This is an optimization exercise on Yosys and OpenROAD, whose aim is small area and a short achievable clock period, not a production implementation. The RTL was checked by simulation tests, not by an equivalence proof against the original design.

==> design/flow/design.v <==
module pe (
    input                    clk,
    input                    load,
    input                    nload,
    input  signed [7:0]      a,
    input         [11:0]      b,
    output reg signed [16:0] acc
);
    wire p3;
    wire p6;
    wire p9;
    wire p12;
    wire p15;
    wire p18;
    wire p21;
    wire p24;
    wire p27;
    wire p28;
    wire p31;
    wire p34;
    wire p37;
    wire p40;
    wire p43;
    wire p46;
    wire p49;
    wire p52;
    wire p55;
    wire p56;
    wire p59;
    wire p62;
    wire p65;
    wire p68;
    wire p71;
    wire p74;
    wire p77;
    wire p80;
    wire p83;
    wire p84;
    wire p87;
    wire p90;
    wire p93;
    wire p96;
    wire p99;
    wire p102;
    wire p105;
    wire p108;
    wire p111;
    wire p112;
    wire s115;
    wire c116;
    wire s119;
    wire c120;
    wire s123;
    wire c124;
    wire s127;
    wire c128;
    wire s131;
    wire c132;
    wire s135;
    wire c136;
    wire s139;
    wire c140;
    wire s143;
    wire c144;
    wire s147;
    wire c148;
    wire s151;
    wire c152;
    wire s155;
    wire c156;
    wire s159;
    wire c160;
    wire s163;
    wire c164;
    wire s167;
    wire c168;
    wire s171;
    wire c172;
    wire s175;
    wire c176;
    wire s179;
    wire c180;
    wire s183;
    wire c184;
    wire s187;
    wire c188;
    wire s191;
    wire c192;
    wire s195;
    wire c196;
    wire s199;
    wire c200;
    wire b202;
    wire b204;
    wire b206;
    wire b208;
    wire b210;
    wire b212;
    wire b214;
    wire b216;
    wire b218;
    wire b220;
    wire b222;
    wire b224;
    wire b226;
    wire b228;
    wire b230;
    wire b232;
    wire b234;
    wire s237;
    wire c238;
    wire s241;
    wire c242;
    wire s245;
    wire c246;
    wire s249;
    wire c250;
    wire s253;
    wire c254;
    wire s257;
    wire c258;
    wire s261;
    wire c262;
    wire s265;
    wire c266;
    wire s269;
    wire c270;
    wire s273;
    wire c274;
    wire s277;
    wire c278;
    wire s281;
    wire c282;
    wire s285;
    wire c286;
    wire s289;
    wire c290;
    reg q0_0;
    reg q0_1;
    reg q1_1;
    reg q0_2;
    reg q1_2;
    reg q0_3;
    reg q1_3;
    reg q0_4;
    reg q1_4;
    reg q0_5;
    reg q1_5;
    reg q0_6;
    reg q1_6;
    reg q0_7;
    reg q1_7;
    reg q0_8;
    reg q1_8;
    reg q0_9;
    reg q1_9;
    reg q0_10;
    reg q1_10;
    reg q0_11;
    reg q1_11;
    reg q0_12;
    reg q1_12;
    reg q0_13;
    reg q1_13;
    reg q0_14;
    assign p3 = (b[0] & a[0]) ^ ~b[8];
    assign p6 = ((b[0] & a[1]) | (b[4] & a[0])) ^ ~b[8];
    assign p9 = ((b[0] & a[2]) | (b[4] & a[1])) ^ ~b[8];
    assign p12 = ((b[0] & a[3]) | (b[4] & a[2])) ^ ~b[8];
    assign p15 = ((b[0] & a[4]) | (b[4] & a[3])) ^ ~b[8];
    assign p18 = ((b[0] & a[5]) | (b[4] & a[4])) ^ ~b[8];
    assign p21 = ((b[0] & a[6]) | (b[4] & a[5])) ^ ~b[8];
    assign p24 = ((b[0] & a[7]) | (b[4] & a[6])) ^ ~b[8];
    assign p27 = ~(((b[0] & a[7]) | (b[4] & a[7])) ^ ~b[8]);
    assign p28 = ~b[8];
    assign p31 = (b[1] & a[0]) ^ ~b[9];
    assign p34 = ((b[1] & a[1]) | (b[5] & a[0])) ^ ~b[9];
    assign p37 = ((b[1] & a[2]) | (b[5] & a[1])) ^ ~b[9];
    assign p40 = ((b[1] & a[3]) | (b[5] & a[2])) ^ ~b[9];
    assign p43 = ((b[1] & a[4]) | (b[5] & a[3])) ^ ~b[9];
    assign p46 = ((b[1] & a[5]) | (b[5] & a[4])) ^ ~b[9];
    assign p49 = ((b[1] & a[6]) | (b[5] & a[5])) ^ ~b[9];
    assign p52 = ((b[1] & a[7]) | (b[5] & a[6])) ^ ~b[9];
    assign p55 = ~(((b[1] & a[7]) | (b[5] & a[7])) ^ ~b[9]);
    assign p56 = ~b[9];
    assign p59 = (b[2] & a[0]) ^ ~b[10];
    assign p62 = ((b[2] & a[1]) | (b[6] & a[0])) ^ ~b[10];
    assign p65 = ((b[2] & a[2]) | (b[6] & a[1])) ^ ~b[10];
    assign p68 = ((b[2] & a[3]) | (b[6] & a[2])) ^ ~b[10];
    assign p71 = ((b[2] & a[4]) | (b[6] & a[3])) ^ ~b[10];
    assign p74 = ((b[2] & a[5]) | (b[6] & a[4])) ^ ~b[10];
    assign p77 = ((b[2] & a[6]) | (b[6] & a[5])) ^ ~b[10];
    assign p80 = ((b[2] & a[7]) | (b[6] & a[6])) ^ ~b[10];
    assign p83 = ~(((b[2] & a[7]) | (b[6] & a[7])) ^ ~b[10]);
    assign p84 = ~b[10];
    assign p87 = (b[3] & a[0]) ^ ~b[11];
    assign p90 = ((b[3] & a[1]) | (b[7] & a[0])) ^ ~b[11];
    assign p93 = ((b[3] & a[2]) | (b[7] & a[1])) ^ ~b[11];
    assign p96 = ((b[3] & a[3]) | (b[7] & a[2])) ^ ~b[11];
    assign p99 = ((b[3] & a[4]) | (b[7] & a[3])) ^ ~b[11];
    assign p102 = ((b[3] & a[5]) | (b[7] & a[4])) ^ ~b[11];
    assign p105 = ((b[3] & a[6]) | (b[7] & a[5])) ^ ~b[11];
    assign p108 = ((b[3] & a[7]) | (b[7] & a[6])) ^ ~b[11];
    assign p111 = ~(((b[3] & a[7]) | (b[7] & a[7])) ^ ~b[11]);
    assign p112 = ~b[11];
    assign s115 = p3 ^ p28;
    assign c116 = p3 & p28;
    assign s119 = p112 ^ p21;
    assign c120 = p112 & p21;
    assign s123 = p24 ^ p46;
    assign c124 = p24 & p46;
    assign s127 = p27 ^ p49;
    assign c128 = p27 & p49;
    assign s131 = p84 ^ p15;
    assign c132 = p84 & p15;
    assign s135 = p18 ^ p40;
    assign c136 = p18 & p40;
    assign s139 = p43 ^ p65 ^ p87;
    assign c140 = (p43 & p65) | (p43 & p87) | (p65 & p87);
    assign s143 = p68 ^ p90 ^ s123;
    assign c144 = (p68 & p90) | (p68 & s123) | (p90 & s123);
    assign s147 = p71 ^ p93 ^ s127;
    assign c148 = (p71 & p93) | (p71 & s127) | (p93 & s127);
    assign s151 = p52 ^ p74 ^ p96;
    assign c152 = (p52 & p74) | (p52 & p96) | (p74 & p96);
    assign s155 = p55 ^ p77;
    assign c156 = p55 & p77;
    assign s159 = p56 ^ p9;
    assign c160 = p56 & p9;
    assign s163 = p12 ^ p34;
    assign c164 = p12 & p34;
    assign s167 = p37 ^ p59 ^ s131;
    assign c168 = (p37 & p59) | (p37 & s131) | (p59 & s131);
    assign s171 = p62 ^ s135 ^ c132;
    assign c172 = (p62 & s135) | (p62 & c132) | (s135 & c132);
    assign s175 = s119 ^ c136 ^ s139;
    assign c176 = (s119 & c136) | (s119 & s139) | (c136 & s139);
    assign s179 = c120 ^ c140 ^ s143;
    assign c180 = (c120 & c140) | (c120 & s143) | (c140 & s143);
    assign s183 = c124 ^ s147 ^ c144;
    assign c184 = (c124 & s147) | (c124 & c144) | (s147 & c144);
    assign s187 = c128 ^ s151 ^ c148;
    assign c188 = (c128 & s151) | (c128 & c148) | (s151 & c148);
    assign s191 = p99 ^ s155 ^ c152;
    assign c192 = (p99 & s155) | (p99 & c152) | (s155 & c152);
    assign s195 = p80 ^ p102 ^ c156;
    assign c196 = (p80 & p102) | (p80 & c156) | (p102 & c156);
    assign s199 = p83 ^ p105;
    assign c200 = p83 & p105;
    assign b202 = acc[0] & ~load;
    assign b204 = acc[1] & ~load;
    assign b206 = acc[2] & ~load;
    assign b208 = acc[3] & ~load;
    assign b210 = acc[4] & ~load;
    assign b212 = acc[5] & ~load;
    assign b214 = acc[6] & nload;
    assign b216 = acc[7] & nload;
    assign b218 = acc[8] | load;
    assign b220 = acc[9] & nload;
    assign b222 = acc[10] & nload;
    assign b224 = acc[11] & nload;
    assign b226 = acc[12] & nload;
    assign b228 = acc[13] & nload;
    assign b230 = acc[14] & nload;
    assign b232 = acc[15] & nload;
    assign b234 = acc[16] | load;
    assign s237 = (~q0_1) ^ (~q1_1);
    assign c238 = (~q0_1) & (~q1_1);
    assign s241 = (~q0_2) ^ (~q1_2) ^ b206;
    assign c242 = ((~q0_2) & (~q1_2)) | ((~q0_2) & b206) | ((~q1_2) & b206);
    assign s245 = (~q0_3) ^ (~q1_3) ^ b208;
    assign c246 = ((~q0_3) & (~q1_3)) | ((~q0_3) & b208) | ((~q1_3) & b208);
    assign s249 = (~q0_4) ^ (~q1_4) ^ b210;
    assign c250 = ((~q0_4) & (~q1_4)) | ((~q0_4) & b210) | ((~q1_4) & b210);
    assign s253 = (~q0_5) ^ (~q1_5) ^ b212;
    assign c254 = ((~q0_5) & (~q1_5)) | ((~q0_5) & b212) | ((~q1_5) & b212);
    assign s257 = (~q0_6) ^ (~q1_6) ^ b214;
    assign c258 = ((~q0_6) & (~q1_6)) | ((~q0_6) & b214) | ((~q1_6) & b214);
    assign s261 = (~q0_7) ^ (~q1_7) ^ b216;
    assign c262 = ((~q0_7) & (~q1_7)) | ((~q0_7) & b216) | ((~q1_7) & b216);
    assign s265 = (~q0_8) ^ (~q1_8) ^ b218;
    assign c266 = ((~q0_8) & (~q1_8)) | ((~q0_8) & b218) | ((~q1_8) & b218);
    assign s269 = (~q0_9) ^ (~q1_9) ^ b220;
    assign c270 = ((~q0_9) & (~q1_9)) | ((~q0_9) & b220) | ((~q1_9) & b220);
    assign s273 = (~q0_10) ^ (~q1_10) ^ b222;
    assign c274 = ((~q0_10) & (~q1_10)) | ((~q0_10) & b222) | ((~q1_10) & b222);
    assign s277 = (~q0_11) ^ (~q1_11) ^ b224;
    assign c278 = ((~q0_11) & (~q1_11)) | ((~q0_11) & b224) | ((~q1_11) & b224);
    assign s281 = (~q0_12) ^ (~q1_12) ^ b226;
    assign c282 = ((~q0_12) & (~q1_12)) | ((~q0_12) & b226) | ((~q1_12) & b226);
    assign s285 = (~q0_13) ^ (~q1_13) ^ b228;
    assign c286 = ((~q0_13) & (~q1_13)) | ((~q0_13) & b228) | ((~q1_13) & b228);
    assign s289 = (~q0_14) ^ b230;
    assign c290 = (~q0_14) & b230;
    always @(posedge clk) begin
        q0_0 <= ~s115;
        q0_1 <= ~p6;
        q1_1 <= ~c116;
        q0_2 <= ~p31;
        q1_2 <= ~s159;
        q0_3 <= ~s163;
        q1_3 <= ~c160;
        q0_4 <= ~s167;
        q1_4 <= ~c164;
        q0_5 <= ~s171;
        q1_5 <= ~c168;
        q0_6 <= ~s175;
        q1_6 <= ~c172;
        q0_7 <= ~s179;
        q1_7 <= ~c176;
        q0_8 <= ~s183;
        q1_8 <= ~c180;
        q0_9 <= ~s187;
        q1_9 <= ~c184;
        q0_10 <= ~s191;
        q1_10 <= ~c188;
        q0_11 <= ~s195;
        q1_11 <= ~c192;
        q0_12 <= ~s199;
        q1_12 <= ~c196;
        q0_13 <= ~p108;
        q1_13 <= ~c200;
        q0_14 <= ~p111;
    end
    wire [16:0] r0 = {b234, b232, s289, s285, s281, s277, s273, s269, s265, s261, s257, s253, s249, s245, s241, b204, (~q0_0)};
    wire [16:0] r1 = {1'b0, c290, c286, c282, c278, c274, c270, c266, c262, c258, c254, c250, c246, c242, c238, s237, b202};
    always @(posedge clk)
        acc <= r0 + r1;
endmodule
module matrix_mul_sa_pipe #(
    parameter DW = 8
)(
    input                    clk,
    input                    rst_n,
    input                    start,
    input  signed [DW-1:0]   x_1, x_2, x_3, y_1, y_2, y_3,
    output                   p11_v, p1221_v, p132231_v, p3223_v, p33_v,
    output signed [2*DW:0]   p_1_1, p_1_2, p_1_3, p_2_1, p_2_2, p_2_3, p_3_1, p_3_2, p_3_3
);
    reg [1:0] ph;
    reg       run;
    reg       v0, v1, v2;
    always @(posedge clk or negedge rst_n) begin
        if (!rst_n) begin
            ph  <= 2'd0;
            run <= 1'b0;
            v0  <= 1'b0;
            v1  <= 1'b0;
            v2  <= 1'b0;
        end else begin
            ph  <= ph + {1'b0, start};
            run <= run | (start & (ph == 2'd3));
            v0  <= start & run & (ph == 2'd0);
            v1  <= start & run & (ph == 2'd1);
            v2  <= start & run & (ph == 2'd2);
        end
    end
    assign p11_v     = v0;
    assign p1221_v   = v1;
    assign p132231_v = v2;
    assign p3223_v   = v2;
    assign p33_v     = v2;
    reg signed [DW-1:0] x1d1, x1d2, x1d3, x2d1, x2d2, x3d1;
    reg        [11:0] y1d1, y1d2, y1d3, y2d1, y2d2, y3d1;
    wire [11:0] ye1 = {~y_1[7], ~y_1[5], ~y_1[3], ~y_1[1], ((y_1[7] ^ y_1[6]) & ~(y_1[6] ^ y_1[5])), ((y_1[5] ^ y_1[4]) & ~(y_1[4] ^ y_1[3])), ((y_1[3] ^ y_1[2]) & ~(y_1[2] ^ y_1[1])), (y_1[1] & ~y_1[0]), (y_1[6] ^ y_1[5]), (y_1[4] ^ y_1[3]), (y_1[2] ^ y_1[1]), y_1[0]};
    wire [11:0] ye2 = {~y_2[7], ~y_2[5], ~y_2[3], ~y_2[1], ((y_2[7] ^ y_2[6]) & ~(y_2[6] ^ y_2[5])), ((y_2[5] ^ y_2[4]) & ~(y_2[4] ^ y_2[3])), ((y_2[3] ^ y_2[2]) & ~(y_2[2] ^ y_2[1])), (y_2[1] & ~y_2[0]), (y_2[6] ^ y_2[5]), (y_2[4] ^ y_2[3]), (y_2[2] ^ y_2[1]), y_2[0]};
    wire [11:0] ye3 = {~y_3[7], ~y_3[5], ~y_3[3], ~y_3[1], ((y_3[7] ^ y_3[6]) & ~(y_3[6] ^ y_3[5])), ((y_3[5] ^ y_3[4]) & ~(y_3[4] ^ y_3[3])), ((y_3[3] ^ y_3[2]) & ~(y_3[2] ^ y_3[1])), (y_3[1] & ~y_3[0]), (y_3[6] ^ y_3[5]), (y_3[4] ^ y_3[3]), (y_3[2] ^ y_3[1]), y_3[0]};
    always @(posedge clk) begin
        x1d1 <= x_1; x1d2 <= x1d1; x1d3 <= x1d2;
        x2d1 <= x_2; x2d2 <= x2d1;
        x3d1 <= x_3;
        y1d1 <= ye1; y1d2 <= y1d1; y1d3 <= y1d2;
        y2d1 <= ye2; y2d2 <= y2d1;
        y3d1 <= ye3;
    end
    wire [1:0] ph_nx = ph + {1'b0, start};
    reg ld1, ld2, ld3, nld1, nld2, nld3;
    always @(posedge clk) begin
        ld1  <= (ph_nx == 2'd2);
        ld2  <= (ph_nx == 2'd3);
        ld3  <= (ph_nx == 2'd0);
        nld1 <= (ph_nx != 2'd2);
        nld2 <= (ph_nx != 2'd3);
        nld3 <= (ph_nx != 2'd0);
    end
    pe pe_11 (.clk(clk), .load(ld1), .nload(nld1), .a(x1d1), .b(y1d1), .acc(p_1_1));
    pe pe_12 (.clk(clk), .load(ld2), .nload(nld2), .a(x1d2), .b(y2d1), .acc(p_1_2));
    pe pe_13 (.clk(clk), .load(ld3), .nload(nld3), .a(x1d3), .b(y3d1), .acc(p_1_3));
    pe pe_21 (.clk(clk), .load(ld2), .nload(nld2), .a(x2d1), .b(y1d2), .acc(p_2_1));
    pe pe_22 (.clk(clk), .load(ld3), .nload(nld3), .a(x2d2), .b(y2d2), .acc(p_2_2));
    pe pe_23 (.clk(clk), .load(ld3), .nload(nld3), .a(x2d2), .b(y3d1), .acc(p_2_3));
    pe pe_31 (.clk(clk), .load(ld3), .nload(nld3), .a(x3d1), .b(y1d3), .acc(p_3_1));
    pe pe_32 (.clk(clk), .load(ld3), .nload(nld3), .a(x3d1), .b(y2d2), .acc(p_3_2));
    pe pe_33 (.clk(clk), .load(ld3), .nload(nld3), .a(x3d1), .b(y3d1), .acc(p_3_3));
endmodule
==> design/flow/flow/run.sh <==
#!/bin/bash
# Layout flow: the standard synthesis, then the synthesized netlist is
# replaced by the gate-level netlist that flow/gen.py builds for the same RTL
# (same registers, names and cell types, taken from the standard synthesis),
# then the standard flow from floorplan to finish. Port buffers use
# buf_1. Falls back to the standard flow if the netlist cannot be built.
set -u
R=orfs/results/sky130hd/matrix_mul_sa_pipe/base
export BUFFER_PORTS_ARGS="-buffer_cell sky130_fd_sc_hd__buf_1"
if bash standard.sh synth > synth.log 2>&1 \
   && cp $R/1_2_yosys.v std_synth.v \
   && python3 flow/gen.py net std_synth.v gen_netlist.v > gen.log 2>&1; then
    cp gen_netlist.v $R/1_2_yosys.v
    rm -f $R/1_synth.odb $R/1_synth.sdc
    echo "using generated netlist" > flow_choice.log
else
    echo "generated netlist failed; standard flow" > flow_choice.log
fi
bash standard.sh > layout.log 2>&1
==> design/flow/flow/gen.py <==
#!/usr/bin/env python3
"""Generator for the 3x3 streaming matrix multiplier.

  python3 gen.py rtl OUTDIR            write OUTDIR/pe.v and OUTDIR/matrix_mul_sa_pipe.v
  python3 gen.py net STD.v OUT.v       write a gate-level sky130hd netlist of the same
                                       design to OUT.v, taking register instance names
                                       and cell types from the standard synthesis STD.v

The RTL and the netlist come from one description, so they match at every
register: the netlist only chooses cells and signal polarities.

Each PE(i,j) is a two-stage multiply-accumulate unit. Stage 1 forms the
Baugh-Wooley partial products of a*b and reduces them with a Dadda tree of
full/half adders to T1 rows, which are registered (some bits inverted).
Stage 2 adds those rows to base = load ? 3K : acc, with K the Baugh-Wooley
constant, so three products after a load acc holds their exact sum.
"""
import re
import sys

W = 17                      # accumulator width
T1 = 2                      # rows left after stage 1
PREFIX = "ks"                # carry-propagate adder: "ks" Kogge-Stone, "sk" Sklansky
MULT = "booth"              # "bw" Baugh-Wooley array, "booth" radix-4 Booth on b
if MULT == "bw":
    K = (1 << 16) + (1 << 15) + (1 << 8)          # a*b = tree + K (mod 2^17)
else:
    K = -((1 << 8) + (1 << 10) + (1 << 12) + (1 << 14))
K3 = (3 * K) % (1 << W)
BW = 12 if MULT == "booth" else 8                 # width of a stored b operand

# rough delays (ns) used only to order adder inputs
D_FA, D_HA, D_INV, D_G = 0.42, 0.25, 0.05, 0.12


# ----------------------------------------------------------------------------
# logical signals carry an RTL expression name and, in the netlist, a literal
# (net, pol): the net holds the value when pol == 0 and its complement when 1.
class Sig:
    def __init__(self, rtl, net, pol, t):
        self.rtl, self.net, self.pol, self.t = rtl, net, pol, t


class Builder:
    def __init__(self, prefix):
        self.prefix = prefix
        self.rtl = []          # RTL assigns
        self.rtl_wires = []
        self.cells = []        # (type, {pin: net})
        self.nets = []
        self.n = 0
        self.invs = {}

    def wire(self, kind):
        self.n += 1
        return f"{kind}{self.n}"

    def net(self):
        self.n += 1
        name = f"{self.prefix}n{self.n}"
        self.nets.append(name)
        return name

    def cell(self, typ, **pins):
        self.cells.append((typ, pins))

    def lit(self, s, pol):
        """net carrying s's value xor pol"""
        if s.pol == pol:
            return s.net
        if s.net not in self.invs:
            y = self.net()
            self.cell("inv_1", A=s.net, Y=y)
            self.invs[s.net] = y
        return self.invs[s.net]

    def rtl_assign(self, expr, kind="w"):
        name = self.wire(kind)
        self.rtl_wires.append(name)
        self.rtl.append(f"    assign {name} = {expr};")
        return name

    # --- adders on logical signals
    def fa(self, x, y, z):
        pols = [x.pol, y.pol, z.pol]
        p = 1 if sum(pols) >= 2 else 0
        t = max(s.t + (D_INV if s.pol != p else 0) for s in (x, y, z))
        a, b, c = (self.lit(s, p) for s in (x, y, z))
        so, co = self.net(), self.net()
        self.cell("fa_1", A=a, B=b, CIN=c, SUM=so, COUT=co)
        rs = self.rtl_assign(f"{x.rtl} ^ {y.rtl} ^ {z.rtl}", "s")
        rc = self.rtl_assign(f"({x.rtl} & {y.rtl}) | ({x.rtl} & {z.rtl}) | ({y.rtl} & {z.rtl})", "c")
        return Sig(rs, so, p, t + D_FA), Sig(rc, co, p, t + D_FA)

    def ha(self, x, y):
        t = max(x.t, y.t)
        so, co = self.net(), self.net()
        if x.pol == 0 and y.pol == 0:
            self.cell("ha_1", A=x.net, B=y.net, SUM=so, COUT=co)
            t += D_HA
        elif x.pol == 1 and y.pol == 1:
            self.cell("xnor2_1", A=x.net, B=y.net, Y=so)       # ~(~x ^ ~y) = ~(x ^ y)
            self.cell("or2_1", A=x.net, B=y.net, X=co)         # ~x | ~y = ~(x & y)
            t += D_G + 0.05
            rs = self.rtl_assign(f"{x.rtl} ^ {y.rtl}", "s")
            rc = self.rtl_assign(f"{x.rtl} & {y.rtl}", "c")
            return Sig(rs, so, 1, t), Sig(rc, co, 1, t)
        else:
            if x.pol == 1:
                x, y = y, x                                     # x true, y inverted
            self.cell("xnor2_1", A=x.net, B=y.net, Y=so)       # ~(x ^ ~y) = x ^ y
            self.cell("nor2b_1", A=y.net, B_N=x.net, Y=co)     # ~(~y) & x = x & y
            t += D_G + 0.05
        rs = self.rtl_assign(f"{x.rtl} ^ {y.rtl}", "s")
        rc = self.rtl_assign(f"{x.rtl} & {y.rtl}", "c")
        return Sig(rs, so, 0, t), Sig(rc, co, 0, t)

    def reduce(self, cols, final):
        """Dadda reduction of columns of Sig to at most `final` bits each."""
        ncol = len(cols)
        d = [2]
        while d[-1] < max(len(x) for x in cols):
            d.append(d[-1] * 3 // 2)
        targets = [t for t in reversed(d[:-1]) if t >= final]
        for target in targets:
            new_cols = [[] for _ in range(ncol)]
            carries = [[] for _ in range(ncol + 1)]
            for c in range(ncol):
                bits = sorted(cols[c], key=lambda s: s.t)
                h = len(bits) + len(carries[c])
                out = []
                while h > target:
                    if h - target >= 2 and len(bits) >= 3:
                        # earliest bit plus the two next best matching its polarity
                        first = bits[0]
                        rest = bits[1:]
                        rest.sort(key=lambda s: (s.t + (D_INV if s.pol != first.pol else 0)))
                        grp = [first] + rest[:2]
                        for g in grp:
                            bits.remove(g)
                        s, cy = self.fa(*grp)
                        h -= 2
                    elif len(bits) >= 2:
                        s, cy = self.ha(bits.pop(0), bits.pop(0))
                        h -= 1
                    else:
                        break
                    out.append(s)
                    if c + 1 < ncol:
                        carries[c + 1].append(cy)
                new_cols[c] = bits + out + carries[c]
            cols = new_cols
        return cols


# ----------------------------------------------------------------------------
def build_pe(prefix, a_nets, b_nets, ld_net, nld_net, acc_nets, regnames):
    """Build one PE. Returns (builder, rtl_regs, q_info, acc_d_nets).

    a_nets/b_nets: nets of operand bits (true polarity); acc_nets: Q nets of
    the accumulator flip-flops; regnames: callable giving register nets."""
    B = Builder(prefix)
    cols = [[] for _ in range(W)]
    if MULT == "bw":
        # stage 1: partial products, all carried inverted
        for i in range(8):
            for j in range(8):
                y = B.net()
                if (i == 7) != (j == 7):
                    B.cell("and2_1", A=a_nets[i], B=b_nets[j], X=y)
                    r = B.rtl_assign(f"~(a[{i}] & b[{j}])", "p")
                else:
                    B.cell("nand2_1", A=a_nets[i], B=b_nets[j], Y=y)
                    r = B.rtl_assign(f"a[{i}] & b[{j}]", "p")
                cols[i + j].append(Sig(r, y, 1, D_G))
    else:
        # radix-4 Booth: b arrives encoded as one[k] = b[k], two[k] = b[4+k],
        # nneg[k] = b[8+k]; row k = (sel ^ neg) with sel = one & a[j] | two & a[j-1],
        # its top bit inverted (sign extension folded into K), plus neg at 2k
        for k in range(4):
            one, two, nneg = b_nets[k], b_nets[4 + k], b_nets[8 + k]
            ro, rt, rn = f"b[{k}]", f"b[{4 + k}]", f"b[{8 + k}]"
            for j in range(9):
                ns = B.net()
                aj = a_nets[min(j, 7)]
                raj = f"a[{min(j, 7)}]"
                if j == 0:
                    B.cell("nand2_1", A=one, B=aj, Y=ns)
                    rsel = f"({ro} & {raj})"
                else:
                    am = a_nets[j - 1]
                    B.cell("a22oi_1", A1=one, A2=aj, B1=two, B2=am, Y=ns)
                    rsel = f"(({ro} & {raj}) | ({rt} & a[{j - 1}]))"
                y = B.net()
                if j < 8:
                    # ~x = ~sel ^ neg = ~(nsel ^ nneg)
                    B.cell("xnor2_1", A=ns, B=nneg, Y=y)
                    r = B.rtl_assign(f"{rsel} ^ ~{rn}", "p")
                else:
                    # bit is ~x, carried inverted: net = x = ~sel ^ ~nneg
                    B.cell("xor2_1", A=ns, B=nneg, X=y)
                    r = B.rtl_assign(f"~({rsel} ^ ~{rn})", "p")
                cols[2 * k + j].append(Sig(r, y, 1, D_G + 0.2))
            r = B.rtl_assign(f"~{rn}", "p")
            cols[2 * k].append(Sig(r, nneg, 1, 0.0))
        # column 0 holds x[0][0] and neg[0]; add them here so that no stage-1
        # register is a plain copy of an operand bit
        s0, c0 = B.ha(cols[0][0], cols[0][1])
        cols[0] = [s0]
        cols[1].append(c0)
    cols = B.reduce(cols, T1)
    # registered rows: register q{k}_{c} holds the row bit, inverted when its
    # literal is inverted (so the flip-flop needs no inverter)
    qregs = []       # (regname, rtl expr for D, d_net, pol)
    qsigs = [[] for _ in range(W)]
    for c in range(W):
        assert len(cols[c]) <= T1
        for k, s in enumerate(cols[c]):
            name = f"q{k}_{c}"
            expr = f"~{s.rtl}" if s.pol else s.rtl
            qnet = regnames(name)
            qregs.append((name, expr, s.net))
            qsigs[c].append(Sig(f"({'~' if s.pol else ''}{name})", qnet, s.pol, 0.0))
    # stage 2: base, nand2/nor2 give base inverted
    cols2 = [[] for _ in range(W)]
    # split the gates between load and nload so that each drives about half
    ones = [c for c in range(W) if (K3 >> c) & 1]
    zeros = [c for c in range(W) if not (K3 >> c) & 1]
    use_ld = set(ones + zeros[:max(0, W // 2 - len(ones))])
    for c in range(W):
        y = B.net()
        one = (K3 >> c) & 1
        if one and c in use_ld:
            B.cell("nor2_1", A=acc_nets[c], B=ld_net, Y=y)
            r = B.rtl_assign(f"acc[{c}] | load", "b")
        elif one:
            B.cell("and2b_1", A_N=acc_nets[c], B=nld_net, X=y)
            r = B.rtl_assign(f"acc[{c}] | ~nload", "b")
        elif c in use_ld:
            B.cell("or2b_1", A=ld_net, B_N=acc_nets[c], X=y)
            r = B.rtl_assign(f"acc[{c}] & ~load", "b")
        else:
            B.cell("nand2_1", A=acc_nets[c], B=nld_net, Y=y)
            r = B.rtl_assign(f"acc[{c}] & nload", "b")
        cols2[c].append(Sig(r, y, 1, D_G + 0.1))
        cols2[c].extend(qsigs[c])
    cols2 = B.reduce(cols2, 2)
    # carry-propagate adder: Sklansky prefix with polarity tracking
    g, p, h = [], [], []
    for c in range(W):
        bits = cols2[c]
        if len(bits) == 2:
            u, v = bits
            # generate g = u & v, propagate p = u | v (prefix), half sum h = u ^ v
            gn, pn, hn = B.net(), B.net(), B.net()
            if u.pol == 0 and v.pol == 0:
                B.cell("nand2_1", A=u.net, B=v.net, Y=gn)
                gs = Sig(None, gn, 1, 0)
                B.cell("nor2_1", A=u.net, B=v.net, Y=pn)
                ps = Sig(None, pn, 1, 0)
                B.cell("xor2_1", A=u.net, B=v.net, X=hn)
                hs = Sig(None, hn, 0, 0)
            elif u.pol == 1 and v.pol == 1:
                B.cell("nor2_1", A=u.net, B=v.net, Y=gn)
                gs = Sig(None, gn, 0, 0)
                B.cell("nand2_1", A=u.net, B=v.net, Y=pn)
                ps = Sig(None, pn, 0, 0)
                B.cell("xor2_1", A=u.net, B=v.net, X=hn)
                hs = Sig(None, hn, 0, 0)
            else:
                if u.pol == 1:
                    u, v = v, u
                B.cell("nor2b_1", A=v.net, B_N=u.net, Y=gn)
                gs = Sig(None, gn, 0, 0)
                B.cell("nand2b_1", A_N=u.net, B=v.net, Y=pn)
                ps = Sig(None, pn, 0, 0)
                B.cell("xnor2_1", A=u.net, B=v.net, Y=hn)
                hs = Sig(None, hn, 0, 0)
            g.append(gs)
            p.append(ps)
            h.append(hs)
        elif len(bits) == 1:
            g.append(None)
            p.append(bits[0])
            h.append(bits[0])
        else:
            g.append(None)
            p.append(None)
            h.append(None)
    # rtl for stage 2 result rows
    r0 = [cols2[c][0].rtl if len(cols2[c]) > 0 else "1'b0" for c in range(W)]
    r1 = [cols2[c][1].rtl if len(cols2[c]) > 1 else "1'b0" for c in range(W)]

    def combine(hi, lo):
        """(G,P) of hi range combined with lower range lo; None means 0 for G."""
        Gh, Ph = hi
        Gl, Pl = lo
        if Gl is None:
            G = Gh
        elif Ph is None:
            G = Gh
        elif Gh is None:
            # G = Ph & Gl
            G = and_sig(B, Ph, Gl)
        else:
            G = aoi_sig(B, Gh, Ph, Gl)
        if Ph is None or Pl is None:
            P = None
        else:
            P = and_sig(B, Ph, Pl)
        return (G, P)

    # prefix over bits 0..W-2 (carries into bits 1..W-1)
    n = W - 1
    node = [(g[i], p[i]) for i in range(n)]
    lvl = 1
    while lvl < n:
        new = list(node)
        for i in range(n):
            if PREFIX == "sk" and (i // lvl) % 2 == 1:
                new[i] = combine(node[i], node[(i // lvl) * lvl - 1])
            elif PREFIX == "ks" and i >= lvl:
                new[i] = combine(node[i], node[i - lvl])
        node = new
        lvl *= 2
    carry = [None] + [node[i][0] for i in range(n)]
    acc_d = []
    for c in range(W):
        y = B.net()
        hs, cs = h[c], carry[c]
        if hs is None and cs is None:
            raise RuntimeError("constant sum bit")
        if cs is None:
            if hs.pol == 0:
                acc_d.append(hs.net)
                continue
            B.cell("inv_1", A=hs.net, Y=y)
        elif hs is None:
            if cs.pol == 0:
                acc_d.append(cs.net)
                continue
            B.cell("inv_1", A=cs.net, Y=y)
        elif hs.pol == cs.pol:
            B.cell("xor2_1", A=hs.net, B=cs.net, X=y)
        else:
            B.cell("xnor2_1", A=hs.net, B=cs.net, Y=y)
        acc_d.append(y)
    return B, qregs, r0, r1, acc_d


def and_sig(B, x, y):
    """x & y with polarity tracking."""
    o = B.net()
    if x.pol == 0 and y.pol == 0:
        B.cell("nand2_1", A=x.net, B=y.net, Y=o)
        return Sig(None, o, 1, 0)
    if x.pol == 1 and y.pol == 1:
        B.cell("nor2_1", A=x.net, B=y.net, Y=o)
        return Sig(None, o, 0, 0)
    if x.pol == 1:
        x, y = y, x
    # x true, y inverted: x & ~ny
    B.cell("nor2b_1", A=y.net, B_N=x.net, Y=o)
    return Sig(None, o, 0, 0)


def aoi_sig(B, gh, ph, gl):
    """gh | (ph & gl) with polarity tracking."""
    o = B.net()
    pols = [gh.pol, ph.pol, gl.pol]
    pol = 1 if sum(pols) >= 2 else 0
    a1, a2, b1 = B.lit(ph, pol), B.lit(gl, pol), B.lit(gh, pol)
    if pol == 0:
        B.cell("a21oi_1", A1=a1, A2=a2, B1=b1, Y=o)
        return Sig(None, o, 1, 0)
    # inputs inverted: ~G = ngh & (nph | ngl) -> G = o21ai
    B.cell("o21ai_1", A1=a1, A2=a2, B1=b1, Y=o)
    return Sig(None, o, 0, 0)


# ----------------------------------------------------------------------------
PES = [  # name, a operand reg, b operand reg, load group
    ("pe_11", "x1d1", "y1d1", 1),
    ("pe_12", "x1d2", "y2d1", 2),
    ("pe_13", "x1d3", "y3d1", 3),
    ("pe_21", "x2d1", "y1d2", 2),
    ("pe_22", "x2d2", "y2d2", 3),
    ("pe_23", "x2d2", "y3d1", 3),
    ("pe_31", "x3d1", "y1d3", 3),
    ("pe_32", "x3d1", "y2d2", 3),
    ("pe_33", "x3d1", "y3d1", 3),
]
OPREGS = [("x1d1", "x_1"), ("x1d2", "x1d1"), ("x1d3", "x1d2"),
          ("x2d1", "x_2"), ("x2d2", "x2d1"), ("x3d1", "x_3"),
          ("y1d1", "y_1"), ("y1d2", "y1d1"), ("y1d3", "y1d2"),
          ("y2d1", "y_2"), ("y2d2", "y2d1"), ("y3d1", "y_3")]


def pe_template():
    """Build the PE once with placeholder nets to get its RTL."""
    a = [f"a[{i}]" for i in range(8)]
    b = [f"b[{i}]" for i in range(BW)]
    acc = [f"acc[{i}]" for i in range(W)]
    return build_pe("t_", a, b, "load", "nload", acc, lambda q: q)


def write_rtl(outdir):
    B, qregs, r0, r1, _ = pe_template()
    o = []
    o.append("// Generated by gen/gen.py (see gen/README.md): two-stage signed 8x8")
    o.append("// multiply-accumulate unit. Stage 1 reduces the " + ("Baugh-Wooley" if MULT == "bw" else "radix-4 Booth") + " partial products")
    o.append(f"// of a*b with a Dadda tree to {T1} rows and registers them (bits marked ~ are")
    o.append("// stored inverted). Stage 2 adds the rows to base = load ? 3K : acc, where")
    o.append("// K is the constant left out of stage 1, so")
    o.append("// three products after a load acc holds their exact sum (mod 2^17).")
    o.append("// nload must be ~load.")
    o.append("module pe (")
    o.append("    input                    clk,")
    o.append("    input                    load,")
    o.append("    input                    nload,")
    o.append("    input  signed [7:0]      a,")
    o.append(f"    input         [{BW - 1}:0]      b,")
    o.append("    output reg signed [16:0] acc")
    o.append(");")
    for w in B.rtl_wires:
        o.append(f"    wire {w};")
    for name, _, _ in qregs:
        o.append(f"    reg {name};")
    o.extend(B.rtl)
    o.append("    always @(posedge clk) begin")
    for name, expr, _ in qregs:
        o.append(f"        {name} <= {expr};")
    o.append("    end")
    o.append("    wire [16:0] r0 = {" + ", ".join(reversed(r0)) + "};")
    o.append("    wire [16:0] r1 = {" + ", ".join(reversed(r1)) + "};")
    o.append("    always @(posedge clk)")
    o.append("        acc <= r0 + r1;")
    o.append("endmodule")
    open(f"{outdir}/pe.v", "w").write("\n".join(o) + "\n")
    open(f"{outdir}/matrix_mul_sa_pipe.v", "w").write(top_rtl())


def booth_enc_exprs(y):
    """RTL expressions of the 12 stored Booth bits of port y: one[0..3],
    two[0..3], nneg[0..3]."""
    one, two, nneg = [], [], []
    for k in range(4):
        if k == 0:
            one.append(f"{y}[0]")
            two.append(f"({y}[1] & ~{y}[0])")
        else:
            one.append(f"({y}[{2 * k}] ^ {y}[{2 * k - 1}])")
            two.append(f"(({y}[{2 * k + 1}] ^ {y}[{2 * k}]) & ~({y}[{2 * k}] ^ {y}[{2 * k - 1}]))")
        nneg.append(f"~{y}[{2 * k + 1}]")
    return one + two + nneg


def top_rtl():
    t = TOP_RTL.replace("@BW1@", str(BW - 1))
    if MULT == "booth":
        enc = ["    // y operands are stored radix-4 Booth encoded: bits 3:0 one, 7:4 two,",
               "    // 11:8 inverted sign of each digit"]
        for i in (1, 2, 3):
            ex = booth_enc_exprs(f"y_{i}")
            enc.append(f"    wire [11:0] ye{i} = {{" + ", ".join(reversed(ex)) + "};")
        t = t.replace("@YENC@", "\n".join(enc) + "\n")
        for i in (1, 2, 3):
            t = t.replace(f"@Y{i}@", f"ye{i}")
    else:
        t = t.replace("@YENC@", "")
        for i in (1, 2, 3):
            t = t.replace(f"@Y{i}@", f"y_{i}")
    return t


TOP_RTL = """// 3x3 matrix multiplier on a skewed stream, one matrix pair every 4 cycles.
module matrix_mul_sa_pipe #(
    parameter DW = 8
)(
    input                    clk,
    input                    rst_n,
    input                    start,
    input  signed [DW-1:0]   x_1, x_2, x_3, y_1, y_2, y_3,
    output                   p11_v, p1221_v, p132231_v, p3223_v, p33_v,
    output signed [2*DW:0]   p_1_1, p_1_2, p_1_3, p_2_1, p_2_2, p_2_3, p_3_1, p_3_2, p_3_3
);
    // window phase: ph = cycle mod 4 once start is high; run set from cycle 4;
    // results of window n are valid in cycles 4n+5, 4n+6, 4n+7
    reg [1:0] ph;
    reg       run;
    reg       v0, v1, v2;
    always @(posedge clk or negedge rst_n) begin
        if (!rst_n) begin
            ph  <= 2'd0;
            run <= 1'b0;
            v0  <= 1'b0;
            v1  <= 1'b0;
            v2  <= 1'b0;
        end else begin
            ph  <= ph + {1'b0, start};
            run <= run | (start & (ph == 2'd3));
            v0  <= start & run & (ph == 2'd0);
            v1  <= start & run & (ph == 2'd1);
            v2  <= start & run & (ph == 2'd2);
        end
    end
    assign p11_v     = v0;
    assign p1221_v   = v1;
    assign p132231_v = v2;
    assign p3223_v   = v2;
    assign p33_v     = v2;

    // operand delay lines (no reset: only values from the current stream are used)
    reg signed [DW-1:0] x1d1, x1d2, x1d3, x2d1, x2d2, x3d1;
    reg        [@BW1@:0] y1d1, y1d2, y1d3, y2d1, y2d2, y3d1;
@YENC@    always @(posedge clk) begin
        x1d1 <= x_1; x1d2 <= x1d1; x1d3 <= x1d2;
        x2d1 <= x_2; x2d2 <= x2d1;
        x3d1 <= x_3;
        y1d1 <= @Y1@; y1d2 <= y1d1; y1d3 <= y1d2;
        y2d1 <= @Y2@; y2d2 <= y2d1;
        y3d1 <= @Y3@;
    end

    // PE(i,j) accumulates from phase max(i,j) + 1 on; load strobes (and their
    // complements) are registered from the next phase
    wire [1:0] ph_nx = ph + {1'b0, start};
    reg ld1, ld2, ld3, nld1, nld2, nld3;
    always @(posedge clk) begin
        ld1  <= (ph_nx == 2'd2);
        ld2  <= (ph_nx == 2'd3);
        ld3  <= (ph_nx == 2'd0);
        nld1 <= (ph_nx != 2'd2);
        nld2 <= (ph_nx != 2'd3);
        nld3 <= (ph_nx != 2'd0);
    end

    pe pe_11 (.clk(clk), .load(ld1), .nload(nld1), .a(x1d1), .b(y1d1), .acc(p_1_1));
    pe pe_12 (.clk(clk), .load(ld2), .nload(nld2), .a(x1d2), .b(y2d1), .acc(p_1_2));
    pe pe_13 (.clk(clk), .load(ld3), .nload(nld3), .a(x1d3), .b(y3d1), .acc(p_1_3));
    pe pe_21 (.clk(clk), .load(ld2), .nload(nld2), .a(x2d1), .b(y1d2), .acc(p_2_1));
    pe pe_22 (.clk(clk), .load(ld3), .nload(nld3), .a(x2d2), .b(y2d2), .acc(p_2_2));
    pe pe_23 (.clk(clk), .load(ld3), .nload(nld3), .a(x2d2), .b(y3d1), .acc(p_2_3));
    pe pe_31 (.clk(clk), .load(ld3), .nload(nld3), .a(x3d1), .b(y1d3), .acc(p_3_1));
    pe pe_32 (.clk(clk), .load(ld3), .nload(nld3), .a(x3d1), .b(y2d2), .acc(p_3_2));
    pe pe_33 (.clk(clk), .load(ld3), .nload(nld3), .a(x3d1), .b(y3d1), .acc(p_3_3));
endmodule
"""


# ----------------------------------------------------------------------------
def esc(name):
    return "\\" + name + " "


def write_net(std_path, out_path):
    # registers of the standard synthesis: base name -> (instance name, cell)
    std = {}
    for m in re.finditer(r"(sky130_fd_sc_hd__d\w+)\s+\\(\S+)\s*\(", open(std_path).read()):
        cell, inst = m.group(1), m.group(2)
        base = inst.split("$")[0]
        std[base] = (inst, cell)
    cells = []       # (type, inst, pins)
    nets = set()
    regs_used = {}

    def reg(base, d, q, reset=False):
        if base not in std:
            raise RuntimeError(f"register {base} not in standard synthesis")
        inst, cell = std[base]
        want = "dfrtp" if reset else "dfxtp"
        if not cell.startswith(f"sky130_fd_sc_hd__{want}"):
            raise RuntimeError(f"register {base} is {cell}, expected {want}")
        pins = {"CLK": "clk", "D": d, "Q": q}
        if reset:
            pins["RESET_B"] = "rst_n"
        cells.append((cell[len("sky130_fd_sc_hd__"):], esc(inst), pins))
        regs_used[base] = True

    cnt = [0]

    def gate(typ, **pins):
        cnt[0] += 1
        cells.append((typ, f"_g{cnt[0]}_", pins))

    def net(name):
        nets.add(name)
        return name

    # operand registers
    opq = {}
    for r, src in OPREGS:
        opq[r] = [net(f"{r}_q{i}") for i in range(BW if r[0] == "y" else 8)]
    enc = {}
    if MULT == "booth":
        for yi in ("y_1", "y_2", "y_3"):
            e = [net(f"{yi}_e{i}") for i in range(12)]
            b = [f"{yi}[{i}]" for i in range(8)]
            for k in range(4):
                if k == 0:
                    gate("buf_1", A=b[0], X=e[0])
                    gate("nor2b_1", A=b[0], B_N=b[1], Y=e[4])
                else:
                    x = net(f"{yi}_x{k}")
                    gate("xor2_1", A=b[2 * k], B=b[2 * k - 1], X=e[k])
                    gate("xnor2_1", A=b[2 * k + 1], B=b[2 * k], Y=x)
                    gate("nor2_1", A=e[k], B=x, Y=e[4 + k])
                gate("inv_1", A=b[2 * k + 1], Y=e[8 + k])
            enc[yi] = e
    for r, src in OPREGS:
        for i in range(len(opq[r])):
            if src in enc:
                d = enc[src][i]
            elif src.startswith(("x_", "y_")):
                d = f"{src}[{i}]"
            else:
                d = opq[src][i]
            reg(f"{r}[{i}]", d, opq[r][i])
    # control
    ph = [net("ph_q0"), net("ph_q1")]
    run, v0, v1 = net("run_q"), "p11_v", "p1221_v"
    v2 = "p132231_v"
    phd = [net("ph_d0"), net("ph_d1")]
    t0 = net("ph_t")
    gate("xor2_1", A="ph_q0", B="start", X=phd[0])
    gate("and2_1", A="ph_q0", B="start", X=t0)
    gate("xor2_1", A="ph_q1", B=t0, X=phd[1])
    reg("ph[0]", phd[0], ph[0], True)
    reg("ph[1]", phd[1], ph[1], True)
    rund = net("run_d")
    gate("a31o_1", A1="start", A2=ph[0], A3=ph[1], B1=run, X=rund)
    reg("run", rund, run, True)
    for v, vd, g in ((v0, "v0_d", None), (v1, "v1_d", None), (v2, "v2_d", None)):
        net(vd)
    gate("and4bb_1", A_N=ph[0], B_N=ph[1], C="start", D=run, X="v0_d")
    gate("and4b_1", A_N=ph[1], B=ph[0], C="start", D=run, X="v1_d")
    gate("and4b_1", A_N=ph[0], B=ph[1], C="start", D=run, X="v2_d")
    reg("v0", "v0_d", v0, True)
    reg("v1", "v1_d", v1, True)
    reg("v2", "v2_d", v2, True)
    gate("buf_1", A=v2, X="p3223_v")
    gate("buf_1", A=v2, X="p33_v")
    ld = {k: net(f"ld{k}_q") for k in (1, 2, 3)}
    nld = {k: net(f"nld{k}_q") for k in (1, 2, 3)}
    for k in (1, 2, 3):
        net(f"ld{k}_d")
        net(f"nld{k}_d")
    gate("nor2b_1", A=phd[0], B_N=phd[1], Y="ld1_d")       # ph_nx == 2
    gate("nand2b_1", A_N=phd[0], B=phd[1], Y="nld1_d")
    gate("and2_1", A=phd[0], B=phd[1], X="ld2_d")          # ph_nx == 3
    gate("nand2_1", A=phd[0], B=phd[1], Y="nld2_d")
    gate("nor2_1", A=phd[0], B=phd[1], Y="ld3_d")          # ph_nx == 0
    gate("or2_1", A=phd[0], B=phd[1], X="nld3_d")
    for k in (1, 2, 3):
        reg(f"ld{k}", f"ld{k}_d", ld[k])
        reg(f"nld{k}", f"nld{k}_d", nld[k])
    # PEs
    outname = {"pe_11": "p_1_1", "pe_12": "p_1_2", "pe_13": "p_1_3",
               "pe_21": "p_2_1", "pe_22": "p_2_2", "pe_23": "p_2_3",
               "pe_31": "p_3_1", "pe_32": "p_3_2", "pe_33": "p_3_3"}
    for name, ra, rb, grp in PES:
        acc = [f"{outname[name]}[{c}]" for c in range(W)]
        qnets = {}

        def regnames(q, name=name, qnets=qnets):
            qnets[q] = net(f"{name}_{q}")
            return qnets[q]
        B, qregs, _, _, acc_d = build_pe(f"{name}_", opq[ra], opq[rb], ld[grp], nld[grp], acc, regnames)
        for n_ in B.nets:
            nets.add(n_)
        for typ, pins in B.cells:
            cnt[0] += 1
            cells.append((typ, f"_g{cnt[0]}_", pins))
        for q, expr, dnet in qregs:
            reg(f"{name}.{q}", dnet, qnets[q])
        for c in range(W):
            reg(f"{name}.acc[{c}]", acc_d[c], acc[c])
    # size flip-flops by fanout (the drive strength may differ from synthesis)
    fo = {}
    for typ, inst, pins in cells:
        for k, v in pins.items():
            if k not in ("X", "Y", "Q", "SUM", "COUT"):
                fo[v] = fo.get(v, 0) + 1
    for idx, (typ, inst, pins) in enumerate(cells):
        if typ.startswith("dfxtp"):
            n_ = fo.get(pins["Q"], 0)
            if n_ > 12:
                cells[idx] = ("dfxtp_4", inst, pins)
            elif n_ > 5:
                cells[idx] = ("dfxtp_2", inst, pins)
    missing = set(std) - set(regs_used)
    if missing:
        raise RuntimeError(f"standard registers not built: {sorted(missing)[:5]}")
    # write
    o = []
    ports = ["clk", "rst_n", "start", "x_1", "x_2", "x_3", "y_1", "y_2", "y_3",
             "p11_v", "p1221_v", "p132231_v", "p3223_v", "p33_v"] + \
            [f"p_{i}_{j}" for i in (1, 2, 3) for j in (1, 2, 3)]
    o.append("module matrix_mul_sa_pipe(" + ", ".join(ports) + ");")
    for p_ in ("clk", "rst_n", "start"):
        o.append(f"  input {p_};")
    for p_ in ("x_1", "x_2", "x_3", "y_1", "y_2", "y_3"):
        o.append(f"  input [7:0] {p_};")
    for p_ in ("p11_v", "p1221_v", "p132231_v", "p3223_v", "p33_v"):
        o.append(f"  output {p_};")
    for i in (1, 2, 3):
        for j in (1, 2, 3):
            o.append(f"  output [16:0] p_{i}_{j};")
    for n_ in sorted(nets):
        o.append(f"  wire {n_};")
    for typ, inst, pins in cells:
        conns = ", ".join(f".{k}({v})" for k, v in pins.items())
        o.append(f"  sky130_fd_sc_hd__{typ} {inst}({conns});")
    o.append("endmodule")
    open(out_path, "w").write("\n".join(o) + "\n")
    from collections import Counter
    cc = Counter(t for t, _, _ in cells)
    sys.stderr.write("cells: " + ", ".join(f"{k} {v}" for k, v in sorted(cc.items())) + "\n")


if __name__ == "__main__":
    if sys.argv[1] == "rtl":
        write_rtl(sys.argv[2])
    elif sys.argv[1] == "net":
        write_net(sys.argv[2], sys.argv[3])
==> design/flow/standard.sh <==
#!/bin/bash
# synth_recipe.tcl (not shown) runs the flow's synth.tcl, then flattens the netlist and writes it again
# the make line also repeats each setting of config.mk as NAME=value (left out here)
make -C /OpenROAD-flow-scripts/flow DESIGN_CONFIG=/design/flow/config.mk WORK_HOME=/design/flow/orfs CLKGATE_MAP_FILE= SYNTH_SCRIPT=/design/flow/synth_recipe.tcl "${@:-finish}"
==> design/flow/config.mk <==
export PLATFORM = sky130hd
export DESIGN_NAME = matrix_mul_sa_pipe
export DESIGN_NICKNAME = matrix_mul_sa_pipe
export VERILOG_FILES = /design/flow/design.v
export SDC_FILE = /design/flow/constraint.sdc
export NUM_CORES = 4
export LEC_CHECK = 0
export CAP_MARGIN = 20
export CORE_MARGIN = 2
export CORE_UTILIZATION = 40
export SLEW_MARGIN = 20
==> design/flow/constraint.sdc <==
create_clock -name core_clock -period 5.5 [get_ports {clk}]
set_input_delay 1.1000 -clock core_clock [delete_from_list [all_inputs] [get_ports {clk}]]
set_output_delay 1.1000 -clock core_clock [all_outputs]
set_load 0.01 [all_outputs]
==> impl_metrics.csv, run 1 <==
group,metric,value,unit
cells_and_area,final_core_util,46.1,%
sta,finalHoldViolations,0,
route,post_drt_wl_per_cell,17.5,µm
cells_and_area,nets,3713,
clocking,cts.clk_slew.worst_paths,60,ps
route,via_count,22801,
sta,tns,0,ps
status,outcome,"finished clean",
grt,grt_max_degree,55,
route,vias_per_cell,5.10,
logic_synthesis,ys_warn_count,2,
logic_synthesis,syn_area_per_cell,9.54,µm²
clocking,cts_setup_buffers,0,
logic_synthesis,syn_inst,3180,
sta,holdWs,343,ps
sta,finalSetupViolations,0,
worst_setup_path,cp_num_buf_inv,0,
worst_hold_path,min_path_type,"input port to async pin",
logic_synthesis,syn_area,30300,µm²
worst_setup_path,path_class,"flip-flop to flip-flop",
clocking,insertion_delay,620,ps
die,start_util,40.6,%
clocking,root_buffer,"clkbuf_16",
worst_setup_path,critical-path-top-delay-family,"flip-flops",
worst_setup_path,r2r_setup_slack,2740,ps
route,drt_iter0_drc,1742,
sta,max_freq,362,MHz
grt,track_usage,19.9,%
placement,gp_congestion,0.884,
die,ios,209,
worst_setup_path,crit_arrival,3270,ps
placement,hpwl,57900,µm
sta,clock_skew,17.9,ps
grt,grt_overflow,0,
cells_and_area,diodes,0,
grt,grt_pass1_vias,22838,
grt,grt_first_pass_wirelength,124000,µm
logic_synthesis,syn-num-nets,3447,
worst_setup_path,cp-startpoint,"nld3",
cells_and_area,drive_above_1_share,6.49,%
die,dieArea,78100,µm²
sta,min_period,2760,ps
sta,fin_crit_sh,50.2,%
die,core-area,74800,µm²
worst_setup_path,end_kind,"flip-flop",
clocking,cts.sink_count,537,
clocking,cts_buffers,61,
worst_setup_path,r2r-end,"pe_23.acc[16]",
route,drc,0,
worst_setup_path,worstPathCellList,"nand2_1, fa_1, nand2_1, a21oi_1, o21ai_1, a21oi_1, o21ai_1, xnor2_1",
worst_setup_path,rr_startpoint,"nld3",
placement,dp_slack,2750,ps
sta,slew_headroom,44.1,%
worst_setup_path,worst-path-max-fanout,54,
worst_setup_path,cp.required,6010,ps
worst_setup_path,r2r.worst_path.cells,8,
route,route.antenna.remaining_nets,0,
sta,setup_ws,2740,ps
sta,tightest_slew,838,ps
die,placementRows,100,
worst_setup_path,slowest_stage,"dfxtp_4",
cells_and_area,area_delta_synth_final,13.7,%
clocking,cts_htree_levels,2,
clocking,cts_buffer_depth,3,
worst_setup_path,cpPeakStageDelay,880,ps
clocking,post_cts_resized,0,
clocking,tritoncts,"built",
sta,rsz0062_at_grt,"false",
sta,drv_slew,0,
die,die_x,279,µm
route,routed_wirelength,78300,µm
clocking,cts_hold_buf,0,
job,cap_violations,0,
route,firstDrtPassIters,5,
placement,port_buffers,208,
die,die_h,279,µm
grt,antenna_found_initial,1,
worst_setup_path,startpoint_type,"flip-flop",
metrics by stage:
step	area (µm²)	instances
2_1_floorplan	30300	3180
3_3_place_gp	32300	4352
3_5_place_dp	32300	4352
4_1_cts	34500	4467
5_1_grt	34500	4467
6_report	34500	4467
sequential cells by signal, indices dropped and copies added, names as in the netlist, 8 cells and up:
name / flops
pe_11.acc: 17
pe_12.acc: 17
pe_13.acc: 17
pe_21.acc: 17
pe_22.acc: 17
pe_23.acc: 17
pe_31.acc: 17
pe_32.acc: 17
pe_33.acc: 17
x1d1: 8
x1d2: 8
x1d3: 8
x2d1: 8
x2d2: 8
x3d1: 8
y1d1: 12
y1d2: 12
y1d3: 12
y2d1: 12
y2d2: 12
y3d1: 12
placed cells by master, fill, tap and decap left out, drive strengths merged:
master	instances
a21oi	243
a22oi	288
a31o	1
and2	2
and4b	2
and4bb	1
buf	208
bufinv	10
clkbuf	81
clkinv	21
clkinvlp	1
dfrtp	6
dfxtp	531
fa	216
inv	50
nand2	451
nand2b	1
nor2	280
nor2b	4
o21ai	198
or2	109
or2b	54
xnor2	459
xor2	281
metal layers:
metal | wire, µm | up-vias | GRT usage (%)
li1 | - | 11193 | -
met1 | 36600 | 10903 | 27.7
met2 | 35500 | 607 | 32.2
met3 | 4550 | 96 | 3.19
met4 | 1650 | 2 | 5.00
met5 | 11 | - | 0
how the worst max path moves through the flow:
| stage | to | slack [ps] | cells after the start |
|---|---|---|---|
| after floorplan | pe_13.acc[15] | 3380 | 8 |
| after global placement | pe_23.acc[16] | 2760 | 8 |
| after detailed placement | pe_23.acc[16] | 2750 | 8 |
| after CTS | pe_23.acc[16] | 2740 | 8 |
| after global routing | pe_23.acc[16] | 2520 | 8 |
| final | pe_23.acc[16] | 2740 | 8 |
worst reg2reg max path, cell delays in order, from the launching register on:
cell and delay, ps:
dfxtp_4 880, nand2_1 240, fa_1 590, nand2_1 100, a21oi_1 200, o21ai_1 120, a21oi_1 270, o21ai_1 130
xnor2_1 130
layout make-up:
class	instances	area, µm²
clock buffers	81	1730
multi-input cells	2590	19100
repair buffers	208	781
fillers	7292	40300
clock inverters	34	442
inverters	48	180
well taps	969	1210
flip-flops and latches	537	11100
==> run 2: changes to the inputs <==
--- a/design/flow/config.mk
+++ b/design/flow/config.mk
@@ -8,4 +8,9 @@
 export CAP_MARGIN = 20
 export CORE_MARGIN = 2
 export CORE_UTILIZATION = 40
+export CTS_BUF_LIST = sky130_fd_sc_hd__clkbuf_16
+export CTS_CLUSTER_DIAMETER = 80
+export CTS_CLUSTER_SIZE = 25
+export SETUP_SLACK_MARGIN = 3.15
 export SLEW_MARGIN = 20
+export TNS_END_PERCENT = 100
==> run 2 against run 1 <==
  * Still clean
  * Synthesized cell count stayed put
  * Sequential share of layout area is 1.0 points lower
  * Critical path depth grew 1
  * Global-route usage is 0.50 points higher
  * Highest routed layer unchanged
==> impl_metrics.csv, run 2 <==
group,metric,value,unit
worst_setup_path,critPathCapture,"pe_21.acc[13]",
worst_setup_path,critical-path-top-delay-family,"compound AO/OA/AOI/OAI gates",
die,die_x,279,µm
worst_setup_path,cp_num_buf_inv,1,
worst_setup_path,path_depth,9,
logic_synthesis,syn-num-nets,3447,
worst_setup_path,slowest_stage,"fa_2",
logic_synthesis,ys_warn_count,2,
route,route.antenna.remaining_nets,0,
clocking,tritoncts,"built",
clocking,cts_buffers,36,
clocking,cts_hold_buf,0,
sta,rsz0062_at_grt,"true",
logic_synthesis,syn_area_per_cell,9.54,µm²
clocking,cts_buffer_depth,3,
grt,grt_max_degree,34,
clocking,cts.sink_count,537,
sta,fin_crit_sh,43.8,%
worst_setup_path,end_kind,"flip-flop",
logic_synthesis,syn_inst,3180,
clocking,root_buffer,"clkbuf_16",
die,ios,209,
cells_and_area,nets,3761,
sta,slew_headroom,55.4,%
placement,port_buffers,208,
grt,grt_overflow,0,
placement,hpwl,57900,µm
grt,track_usage,20.4,%
sta,drv_slew,0,
worst_setup_path,cp.required,5960,ps
route,firstDrtPassIters,9,
route,via_count,23238,
die,die_h,279,µm
worst_hold_path,min_path_type,"input port to async pin",
die,core-area,74800,µm²
route,drt_iter0_drc,1614,
clocking,insertion_delay,590,ps
worst_setup_path,r2r.worst_path.cells,9,
worst_setup_path,cpPeakStageDelay,570,ps
sta,tns,0,ps
sta,holdWs,366,ps
route,post_drt_wl_per_cell,18.7,µm
worst_setup_path,path_class,"flip-flop to flip-flop",
sta,min_period,2410,ps
cells_and_area,most-common-layout-cells,"454 x xnor2_1, 417 x nand2_1, 398 x dfxtp_1",
worst_setup_path,worstPathCellList,"buf_4, or2b_1, fa_2, nand2_1, a21oi_2, o21ai_1, a21oi_2, o21ai_1, xor2_1",
sta,setup_ws,3090,ps
placement,dp_slack,2750,ps
placement,gp_congestion,0.884,
cells_and_area,area_delta_synth_final,17.5,%
die,start_util,40.6,%
job,cap_violations,0,
sta,max_freq,415,MHz
cells_and_area,layout_commonest_cell,"xnor2_1",
route,drc,0,
worst_setup_path,cp-startpoint,"ld2",
clocking,cts_htree_levels,2,
sta,clock_skew,42.5,ps
sta,finalSetupViolations,0,
worst_setup_path,crit_arrival,2870,ps
route,routed_wirelength,84200,µm
route,vias_per_cell,5.17,
worst_setup_path,r2r-end,"pe_21.acc[13]",
sta,finalHoldViolations,0,
sta,tightest_slew,669,ps
worst_setup_path,r2r_setup_slack,3090,ps
cells_and_area,drive_above_1_share,16.2,%
clocking,cts.clk_slew.worst_paths,80,ps
worst_setup_path,rr_startpoint,"ld2",
die,dieArea,78100,µm²
grt,grt_pass1_vias,22833,
worst_setup_path,worst-path-max-fanout,3,
grt,antenna_found_initial,1,
status,outcome,"finished clean",
worst_setup_path,startpoint_type,"flip-flop",
logic_synthesis,syn_area,30300,µm²
die,placementRows,100,
cells_and_area,final_core_util,47.7,%
grt,grt_first_pass_wirelength,126000,µm
[run 2: layout make-up]
cell class | count | area (µm²)
Fill cell | 7196 | 39200
Clock buffer | 37 | 926
Timing Repair Buffer | 281 | 1560
Inverter | 48 | 180
Sequential cell | 537 | 11100
Multi-Input combinational cell | 2590 | 20400
Tap cell | 969 | 1210
Antenna cell | 2 | 5.00
Clock inverter | 29 | 318
[run 2: metrics by stage]
step | std cells | instance area [µm²]
3_3_place_gp | 4352 | 32300
5_1_grt | 4491 | 35700
2_1_floorplan | 3180 | 30300
4_1_cts | 4445 | 34200
6_report | 4493 | 35700
3_5_place_dp | 4352 | 32300
[run 2: layer usage]
| layer | track usage, % | routed length [µm] | vias to the layer above |
|---|---|---|---|
| li1 | - | - | 11294 |
| met4 | 6.07 | 2370 | 2 |
| met5 | 0 | 11 | - |
| met3 | 3.69 | 5250 | 107 |
| met2 | 32.7 | 38700 | 655 |
| met1 | 28.0 | 37900 | 11180 |
[run 2: worst min path at each step]
stage	end	slack (ps)
4_1_cts	v1	330
6_report	ph[0]	370
2_1_floorplan	x2d2[0]	380
5_1_grt	run	370
3_5_place_dp	y1d2[7]	420
3_3_place_gp	y1d2[6]	420
[run 2: timing repair]
item                       4_1_cts  5_1_grt
hold endpoints to repair         0        0
pin swaps                       12       69
setup endpoints to repair       96       95
gates resized for setup         83      278
cloned                           0        2
setup buffers                   27       44
==> run 3: changes to the inputs <==
--- a/design/flow/config.mk
+++ b/design/flow/config.mk
@@ -8,9 +8,6 @@
 export CAP_MARGIN = 20
 export CORE_MARGIN = 2
 export CORE_UTILIZATION = 40
-export CTS_BUF_LIST = sky130_fd_sc_hd__clkbuf_16
-export CTS_CLUSTER_DIAMETER = 80
-export CTS_CLUSTER_SIZE = 25
 export SETUP_SLACK_MARGIN = 3.15
 export SLEW_MARGIN = 20
 export TNS_END_PERCENT = 100
==> run 3 against run 2 <==
  * Synthesized cell count stayed put
  * Register-to-register slack worse by 40 ps
  * Area after synthesis stayed put
  * Final area is 2.0% higher
  * Clock-buffer cell count is 44 higher
  * Critical path depth stayed put
  * Worst hold slack worse by 27 ps
  * Die area stayed put
  * Non-clock buffer count is 16 lower
  * Sequential cell count stayed put
  * Critical path type unchanged
  * Largest cell class unchanged
  * Highest routed layer unchanged
==> impl_metrics.csv, run 3 <==
group,metric,value,unit
status,outcome,"finished clean",
logic_synthesis,syn_area_per_cell,9.54,µm²
route,drc,0,
route,routed_wirelength,84500,µm
worst_setup_path,crit_arrival,2950,ps
route,wl_met2,39000,µm
route,met3_length,5340,µm
grt,grt_pass1_vias,23116,
logic_synthesis,ys_warn_count,2,
clocking,cts.clk_slew.worst_paths,60,ps
worst_setup_path,path_class,"flip-flop to flip-flop",
worst_setup_path,end_kind,"flip-flop",
die,dieArea,78100,µm²
placement,gp_congestion,0.884,
sta,tightest_slew,640,ps
placement,port_buffers,208,
clocking,cts.sink_count,537,
placement,dpl_cell_area,32300,µm²
sta,finalHoldViolations,0,
cells_and_area,most-common-layout-cells,"457 x xnor2_1, 417 x nand2_1, 391 x dfxtp_1",
clocking,root_buffer,"clkbuf_16",
clocking,tritoncts,"built",
route,drt_iter0_drc,1639,
clocking,cts_hold_buf,0,
worst_setup_path,cp.required,6000,ps
sta,fin_crit_sh,44.5,%
logic_synthesis,syn_inst,3180,
cells_and_area,fin_cells,4525,
sta,holdWs,339,ps
route,route.antenna.remaining_nets,0,
worst_setup_path,rr_startpoint,"ld3",
sta,drv_slew,0,
worst_setup_path,r2r_setup_slack,3050,ps
clocking,insertion_delay,630,ps
die,die_h,279,µm
clocking,cts_buffers,61,
placement,hpwl,57900,µm
worst_setup_path,r2r-end,"pe_23.acc[12]",
sta,min_period,2450,ps
die,placementRows,100,
route,via_count,23368,
logic_synthesis,syn-num-nets,3447,
grt,antenna_found_initial,1,
worst_setup_path,cp-startpoint,"ld3",
cells_and_area,final_area,36400,µm²
route,highest_layer,"met5",
cells_and_area,nets,3770,
grt,grt_max_degree,34,
job,cap_violations,0,
cells_and_area,layout_commonest_cell,"xnor2_1",
sta,slew_headroom,57.4,%
route,vias_per_cell,5.16,
cells_and_area,area_delta_synth_final,19.9,%
die,die_x,279,µm
sta,max_freq,408,MHz
worst_setup_path,worst-path-max-fanout,11,
grt,track_usage,20.7,%
die,core-area,74800,µm²
worst_hold_path,min_path_type,"input port to async pin",
placement,placed_cells,4352,
sta,clock_skew,23.0,ps
sta,rsz0062_at_grt,"true",
route,post_drt_wl_per_cell,18.7,µm
sta,tns,0,ps
route,drt-met1-wl,37900,µm
die,start_util,40.6,%
worst_setup_path,r2r.worst_path.cells,9,
clocking,cts_htree_levels,2,
route,firstDrtPassIters,6,
logic_synthesis,syn_area,30300,µm²
clocking,cts_buffer_depth,3,
grt,grt_first_pass_wirelength,127000,µm
cells_and_area,drive_above_1_share,16.4,%
die,ios,209,
grt,grt_overflow,0,
sta,finalSetupViolations,0,
worst_setup_path,startpoint_type,"flip-flop",
run 3: what timing repair did:
action | CTS | global route
pin swaps | 15 | 63
setup buffers | 23 | 32
resized for setup | 100 | 252
gates cloned | 1 | 1
setup endpoints to repair | 101 | 93
run 3: critical path: stages, from the launching register on:
cell     delay (ps)
dfxtp_4         420
buf_12          180
or2b_1          260
fa_2            630
nor2_4           80
a21oi_4         170
o21ai_1         100
a21oi_1         180
o21ai_1         130
xor2_1          160
run 3: cell type report:
type                       count  area (µm²)
fill                        7127       38400
multi-input combinational   2590       20300
sequential                   537       11100
clock buffer                  81        1730
timing repair buffer         265        1440
tap                          969        1210
clock inverter                34         442
inverter                      48         180
antenna                        1        2.50
run 3: metal layers:
| layer | track usage [%] | vias to the layer above |
|---|---|---|
| met2 | 33.4 | 709 |
| li1 | - | 11337 |
| met1 | 28.2 | 11198 |
| met5 | 0 | - |
| met4 | 6.80 | 2 |
| met3 | 3.48 | 122 |
run 3: worst max path at each step:
stage                    end  slack, ps  depth (start not counted)
3_5_place_dp   pe_23.acc[16]       2750                          8
3_3_place_gp   pe_23.acc[16]       2760                          8
2_1_floorplan  pe_13.acc[15]       3380                          8
6_report       pe_23.acc[12]       3050                          9
5_1_grt        pe_33.acc[14]       3000                          9
4_1_cts        pe_32.acc[10]       3110                          9
run 3: metrics by stage:
stage	setup WS [ps]	util [%]
after floorplan	3380	-
after global placement	2760	43.2
after detailed placement	2750	43.2
after CTS	3110	47.0
after global routing	3000	48.6
final	3050	48.6

## separate check: timing with driven ports
The flow's constraints put no driver on any port. The routed layouts listed below were extracted and timed again, unchanged, in two steps.
Step 1 (the two cells are an assumption about what drives the block):
set clk [get_ports {clk}]
set_driving_cell -lib_cell sky130_fd_sc_hd__clkbuf_16 $clk
set_driving_cell -lib_cell sky130_fd_sc_hd__buf_2 [delete_from_list [all_inputs] $clk]
Step 2 moves the port delays by t, midway between the first and last clock arrival at a register: inputs arrive t later, outputs are due t later. That takes back most of the time a late clock gives input paths.
Three values: ideal ports, drivers, drivers and shift; two values: the first two.
| run | t, ns | setup slack, ns | worst setup path after step 2 | worst register clock-pin slew, ns | worst slew at a driven data input, ns |
|---|---|---|---|---|---|
| run 1 | 0.673 | 2.737 / 2.737 / 2.737 | register to register | 0.06 / 0.06 | 0.06 |
| run 2 | 0.634 | 3.093 / 3.093 / 3.093 | register to register | 0.10 / 0.10 | 0.06 |
| run 3 | 0.676 | 3.051 / 3.051 / 3.051 | register to register | 0.06 / 0.06 | 0.06 |
After both steps every run listed still meets setup and hold.
